Background: an optimization exercise with open tools, aiming at small area. Do not read the settings as production practice.
Function was checked by simulation only, so behaviour that the tests miss may differ from the original.
The flow treats the clock pin as an ideal source. Dropping or thinning the clock tree relies on that and would not hold on a real chip.
Power and IR drop assume default switching activity.

v7:
==> flow/design.v <==
`timescale 1ns/1ps
`default_nettype none
module top (
  input  wire clk,
  input  wire rst,
  input  wire I1, I2, I3, I4, I5,
  output reg  led,
  output wire O1, O2,
  output reg  O3,
  output wire O4,
  output reg  O5
);
  reg le0n, le1;
  always @(posedge clk) begin
    le0n <= rst | ~I5;  le1 <= ~rst & ~le0n;
  end
  reg  st_q;
  wire st_m = ~I1 ^ st_q;
  reg  [8:0] st_c;
  wire st_c_t = ((st_c ^ 9'h1fd) & 9'h1fd) == 9'h0;
  always @(posedge clk)
    if (rst | ~st_m | st_c_t) st_c <= 9'h1f0;
    else st_c <= {~st_c[7:0], ~(st_c[8] ^ st_c[3])};
  wire st_f = st_m & st_c_t;
  wire st_r = st_f & ~st_q;    
  always @(posedge clk) st_q <= ~rst & (st_q ^ st_f);
  reg  sp_q;
  wire sp_m = ~I2 ^ sp_q;
  reg  [8:0] sp_c;
  wire sp_c_t = ((sp_c ^ 9'h1fd) & 9'h1fd) == 9'h0;
  always @(posedge clk)
    if (rst | ~sp_m | sp_c_t) sp_c <= 9'h1f0;
    else sp_c <= {~sp_c[7:0], ~(sp_c[8] ^ sp_c[3])};
  wire sp_f = sp_m & sp_c_t;
  wire sp_r = sp_f & ~sp_q;    
  always @(posedge clk) sp_q <= ~rst & (sp_q ^ sp_f);
  reg  rs_q;
  wire rs_m = ~I3 ^ rs_q;
  reg  [8:0] rs_c;
  wire rs_c_t = ((rs_c ^ 9'h1fd) & 9'h1fd) == 9'h0;
  always @(posedge clk)
    if (rst | ~rs_m | rs_c_t) rs_c <= 9'h1f0;
    else rs_c <= {~rs_c[7:0], ~(rs_c[8] ^ rs_c[3])};
  wire rs_f = rs_m & rs_c_t;
  wire rs_r = rs_f & ~rs_q;    
  always @(posedge clk) rs_q <= ~rst & (rs_q ^ rs_f);
  reg  [21:0] tm;
  wire [21:0] tx = tm ^ 22'h2aaaaa;    
  wire tz0 = ~|(tx & 22'h572ab);
  wire tz  = tz0 & ~|(tx & 22'ha8d54);
  wire tmc = tz0 & (((tx ^ 22'h2a8d54) & 22'h3a8954) == 22'h0);
  wire T   = tmc & (tx[10] == I4);    
  wire tclr = rst | ~(s2m1 | s2m2) | T;
  always @(posedge clk)
    if (tclr) tm <= 22'h2046d7;
    else tm <= {~tm[20:0], ~(tm[21] ^ (tm[20] | tz))};
  reg s3m1n, s3m2n, s2m1, s2m2, s1m1n, s1m2n, s0m1, s0m2;
  wire s3m1 = ~s3m1n, s3m2 = ~s3m2n;
  wire hold = ~rs_r & ~sp_r;
  always @(posedge clk) begin
    s3m1n <= rst | ~((~s3m1 & ~s3m2 & st_r & ~rs_r) | (s3m1 & hold & ~T) | (s3m2 & hold & T));
    s3m2n <= rst | ~((s3m1 & hold & T) | (s3m2 & hold & ~T));
    s2m1  <= ~rst & ~s3m1n;
    s2m2  <= ~rst & ~s3m2n;
    s1m1n <= rst | ~s2m1;
    s1m2n <= rst | ~s2m2;
    s0m1  <= ~rst & ~s1m1n;
    s0m2  <= ~rst & ~s1m2n;
  end
  assign O1 = s0m1;
  assign O2 = s0m2;
  assign O4 = s0m1 | s0m2;
  reg  [15:0] d3;
  wire d3_t = ((d3 ^ 16'hfb75) & 16'hff75) == 16'h0;
  always @(posedge clk)
    if (rst | ~O4 | d3_t) d3 <= 16'h68e8;
    else d3 <= {~d3[14:0], ~(d3[15] ^ d3[8])};
  always @(posedge clk) O3 <= ~rst & O4 & (O3 ^ d3_t);
  reg  [14:0] d5;
  wire d5_t = ((d5 ^ 15'h55ff) & 15'h55ff) == 15'h0;
  always @(posedge clk)
    if (rst | d5_t) d5 <= 15'h362f;
    else d5 <= {~d5[13:0], d5[14] ^ d5[0]};
  always @(posedge clk) O5 <= ~rst & (O5 ^ d5_t);
  reg  [15:0] dl;
  wire dl_t = ((dl ^ 16'hfb75) & 16'hff75) == 16'h0;
  always @(posedge clk)
    if (rst | ~le1 | dl_t) dl <= 16'h68e8;
    else dl <= {~dl[14:0], ~(dl[15] ^ dl[8])};
  always @(posedge clk) led <= ~rst & le1 & (led ^ dl_t);
endmodule
`default_nettype wire
clock: 10.0 ns
lec_check: 0
cap_margin: 20
core_margin: 2
core_utilization: 70
slew_margin: 20
standard.sh (not shown) runs the stock make flow with config.mk's settings and CLKGATE_MAP_FILE= SYNTH_SCRIPT=/design/flow/synth_recipe.tcl, a recipe that flattens the netlist after the stock synthesis.
==> flow/flow/run.sh <==
#!/bin/bash
# The standard layout (standard.sh) with these changes:
#  - synthesis: synth_recipe.tcl unchanged, except that its one ABC mapping of
#    the combinational logic runs flow/area.abc (area-oriented mapping, no
#    buffering or upsizing) instead of ORFS's abc_speed.script; registers are
#    mapped exactly as in the standard synthesis;
#  - ports are buffered with buf_1;
#  - the clock tree is built by flow/cts.tcl (one root buffer, one leaf
#    buffer per group of flip-flops) in place of TritonCTS.
# Each tool's output goes to a log file in this folder (and ORFS's own logs
# under orfs/logs).
set -euo pipefail
W=$PWD
export AREA_ABC_SCRIPT=$W/flow/area.abc
{
  cat <<'TCL'
proc abc {args} {
  set i [lsearch -exact $args -script]
  if {$i >= 0} { lset args [expr {$i + 1}] $::env(AREA_ABC_SCRIPT) }
  puts "area abc: $args"
  yosys abc {*}$args
}
TCL
  cat synth_recipe.tcl
} > synth_recipe_area.tcl
sed 's#/synth_recipe\.tcl #/synth_recipe_area.tcl #' standard.sh > standard_area.sh
grep -q synth_recipe_area.tcl standard_area.sh
export BUFFER_PORTS_ARGS="-buffer_cell sky130_fd_sc_hd__buf_1"
bash standard_area.sh place > standard_place.log 2>&1
R=$W/orfs/results/$FLOW_PLATFORM/top/base
RESULTS_DIR=$R PLATFORM_DIR=$FLOW_HOME/platforms/$FLOW_PLATFORM CLK_PORT=clk \
  CLK_GX=5 CLK_GY=2 CLK_ROOT=sky130_fd_sc_hd__clkbuf_2 CLK_LEAF=sky130_fd_sc_hd__clkbuf_4 \
  openroad -no_init -exit $W/flow/cts.tcl > cts.log 2>&1
cp $R/4_1_cts.odb $R/4_cts.odb
bash standard_area.sh finish > standard_finish.log 2>&1
==> flow/flow/area.abc <==
strash
&get -n
&deepsyn -T 10
&dch
&nf -R 1000
&put
strash
&get -n
&dch
&nf -R 1000
&put
topo
==> flow/flow/cts.tcl <==
# Clock tree in place of TritonCTS: the clock port drives one root buffer,
# which drives one leaf buffer per group of flip-flops; the flip-flops are
# split into GX columns by x and each column into GY groups by y (groups of
# equal size), and each leaf buffer is placed at its group's centre.
# Reads 3_place.odb/.sdc, writes 4_1_cts.odb and 4_cts.sdc.
set plat $::env(PLATFORM_DIR)
set res $::env(RESULTS_DIR)
read_lef $plat/lef/sky130_fd_sc_hd.tlef
read_lef $plat/lef/sky130_fd_sc_hd_merged.lef
read_liberty $plat/lib/sky130_fd_sc_hd__tt_025C_1v80.lib
read_db $res/3_place.odb
read_sdc $res/3_place.sdc
source $plat/setRC.tcl
set gx $::env(CLK_GX); set gy $::env(CLK_GY)
set block [ord::get_db_block]
set db [ord::get_db]
set clknet [$block findNet $::env(CLK_PORT)]
set sinks {}
foreach it [$clknet getITerms] {
  set l [[$it getInst] getLocation]
  lappend sinks [list [lindex $l 0] [lindex $l 1] $it]
}
set sinks [lsort -integer -index 0 $sinks]
set n [llength $sinks]
set groups {}
for {set c 0} {$c < $gx} {incr c} {
  set col [lsort -integer -index 1 [lrange $sinks [expr {$c*$n/$gx}] [expr {($c+1)*$n/$gx-1}]]]
  set m [llength $col]
  for {set r 0} {$r < $gy} {incr r} { lappend groups [lrange $col [expr {$r*$m/$gy}] [expr {($r+1)*$m/$gy-1}]] }
}
proc add_buf {block db cell name in_net out_name x y} {
  set b [odb::dbInst_create $block [$db findMaster $cell] $name]
  set net [odb::dbNet_create $block $out_name]
  $net setSigType CLOCK
  [$b findITerm A] connect $in_net
  [$b findITerm X] connect $net
  $b setLocation $x $y
  $b setPlacementStatus PLACED
  return $net
}
# root at the centre of the sinks
set sx 0; set sy 0
foreach s $sinks { incr sx [lindex $s 0]; incr sy [lindex $s 1] }
set root [add_buf $block $db $::env(CLK_ROOT) clkbuf_root $clknet clknet_root [expr {$sx/$n}] [expr {$sy/$n}]]
set k 0
foreach grp $groups {
  set sx 0; set sy 0
  foreach s $grp { incr sx [lindex $s 0]; incr sy [lindex $s 1] }
  set g [llength $grp]
  set net [add_buf $block $db $::env(CLK_LEAF) clkbuf_leaf_$k $root clknet_leaf_$k [expr {$sx/$g}] [expr {$sy/$g}]]
  foreach s $grp { set it [lindex $s 2]; $it disconnect; $it connect $net }
  incr k
}
detailed_placement
check_placement -verbose
set_propagated_clock [all_clocks]
estimate_parasitics -placement
report_clock_skew
report_worst_slack -max
report_worst_slack -min
write_db $res/4_1_cts.odb
unset_propagated_clock [all_clocks]
write_sdc $res/4_cts.sdc
In summary, v7 completed successfully, with a layout that passed the timing, DRC and antenna checks.
For v2, these inputs were changed with respect to v7:
--- a/flow/flow/run.sh
+++ b/flow/flow/run.sh
@@ -32 +32 @@
-  CLK_GX=5 CLK_GY=2 CLK_ROOT=sky130_fd_sc_hd__clkbuf_2 CLK_LEAF=sky130_fd_sc_hd__clkbuf_4 \
+  CLK_GX=3 CLK_GY=2 CLK_ROOT=sky130_fd_sc_hd__clkbuf_2 CLK_LEAF=sky130_fd_sc_hd__clkbuf_8 \
--- a/flow/flow/area.abc
+++ b/flow/flow/area.abc
@@ -3 +2,0 @@
-&deepsyn -T 10
Notes after the runs:
As far as combinational cell fraction of total power is concerned, v7 and v2 perform about the same.
Between v2 and v7, the difference in number of buffers added on ports is negligible.
For v2, the origin of the worst setup path was s0m2$_DFF_P_, unlike v7, where it was I4.
[v2] total via count after detailed routing fell 36 relative to v7
Wire: v2 routes more than v7
Area of the core came out exactly the same in v2 and v7.
Summary: with v7 as the reference, global-route wire length before repair in v2 moved up by a few percent.
The portion of the clock cycle consumed by the worst path in the final layout number comes out lower for v2 vs v7.
Detailed-route vias per instance shrinks slightly when moving from v7 to v2.
The run showing the greater highest attainable clock frequency is v2.
Taking v7 as the reference, in v2 instance area at placement held, core utilization flat.
--- input diff v2..v14 ---
--- a/flow/flow/run.sh
+++ b/flow/flow/run.sh
@@ -32 +32 @@
-  CLK_GX=3 CLK_GY=2 CLK_ROOT=sky130_fd_sc_hd__clkbuf_2 CLK_LEAF=sky130_fd_sc_hd__clkbuf_8 \
+  CLK_GX=5 CLK_GY=2 CLK_ROOT=sky130_fd_sc_hd__clkbuf_2 CLK_LEAF=sky130_fd_sc_hd__clkbuf_4 \
==> run notes <==
- Summary of v14 over v2: post-route standard cell area excluding fillers stayed essentially flat; post-route non-filler standard cell count rose by 4; worst hold slack higher; die area shows no meaningful change.
- Power: v14 better than v2
- Going from v2 to v14, internal power -0.0077 mW, setup slack now smaller, number of instances in the placed design comparable, shortest clock period the worst path allows after layout now sits higher, switching share of power held.
- Layout overhead on the synthesized area (v14 over v2): decrease, 0.23 points
- v14 was carried through to the last stage, and its layout satisfied the timing, DRC and antenna checks.
No run of this note takes its clock network from TritonCTS; it comes from the design's own scripts or RTL.

==> port drivers added, routing unchanged <==
The results above use ideal ports. As a check the final layouts listed here were re-extracted and re-timed, cells and wires unchanged. Step 1 assumes that a clkbuf_16 drives the clock port and a buf_2 every other input. Step 2 times the ports against the registers' clock, not the clock port: input delays grow and output delays shrink by t, the midpoint of the rising clock arrivals with the driver on. a / b / c = ideal / step 1 / step 2; a / b = the first two.
| run | t, ns | setup slack, ns | worst setup path after step 2 | latest minus earliest clock arrival (ns) |
|---|---|---|---|---|
| v7 | 0.532 | 6.470 / 6.476 / 5.943 | input to register | 0.014 / 0.013 |
| v2 | 0.512 | 6.831 / 6.806 / 6.572 | input to register | 0.012 / 0.012 |
| v14 | 0.530 | 6.814 / 6.789 / 6.571 | input to register | 0.014 / 0.014 |
After both steps setup and hold are still met in every run listed. The setup slack of v7, which loses most, moves by +0.006 ns with the drivers and by -0.527 ns with both steps.
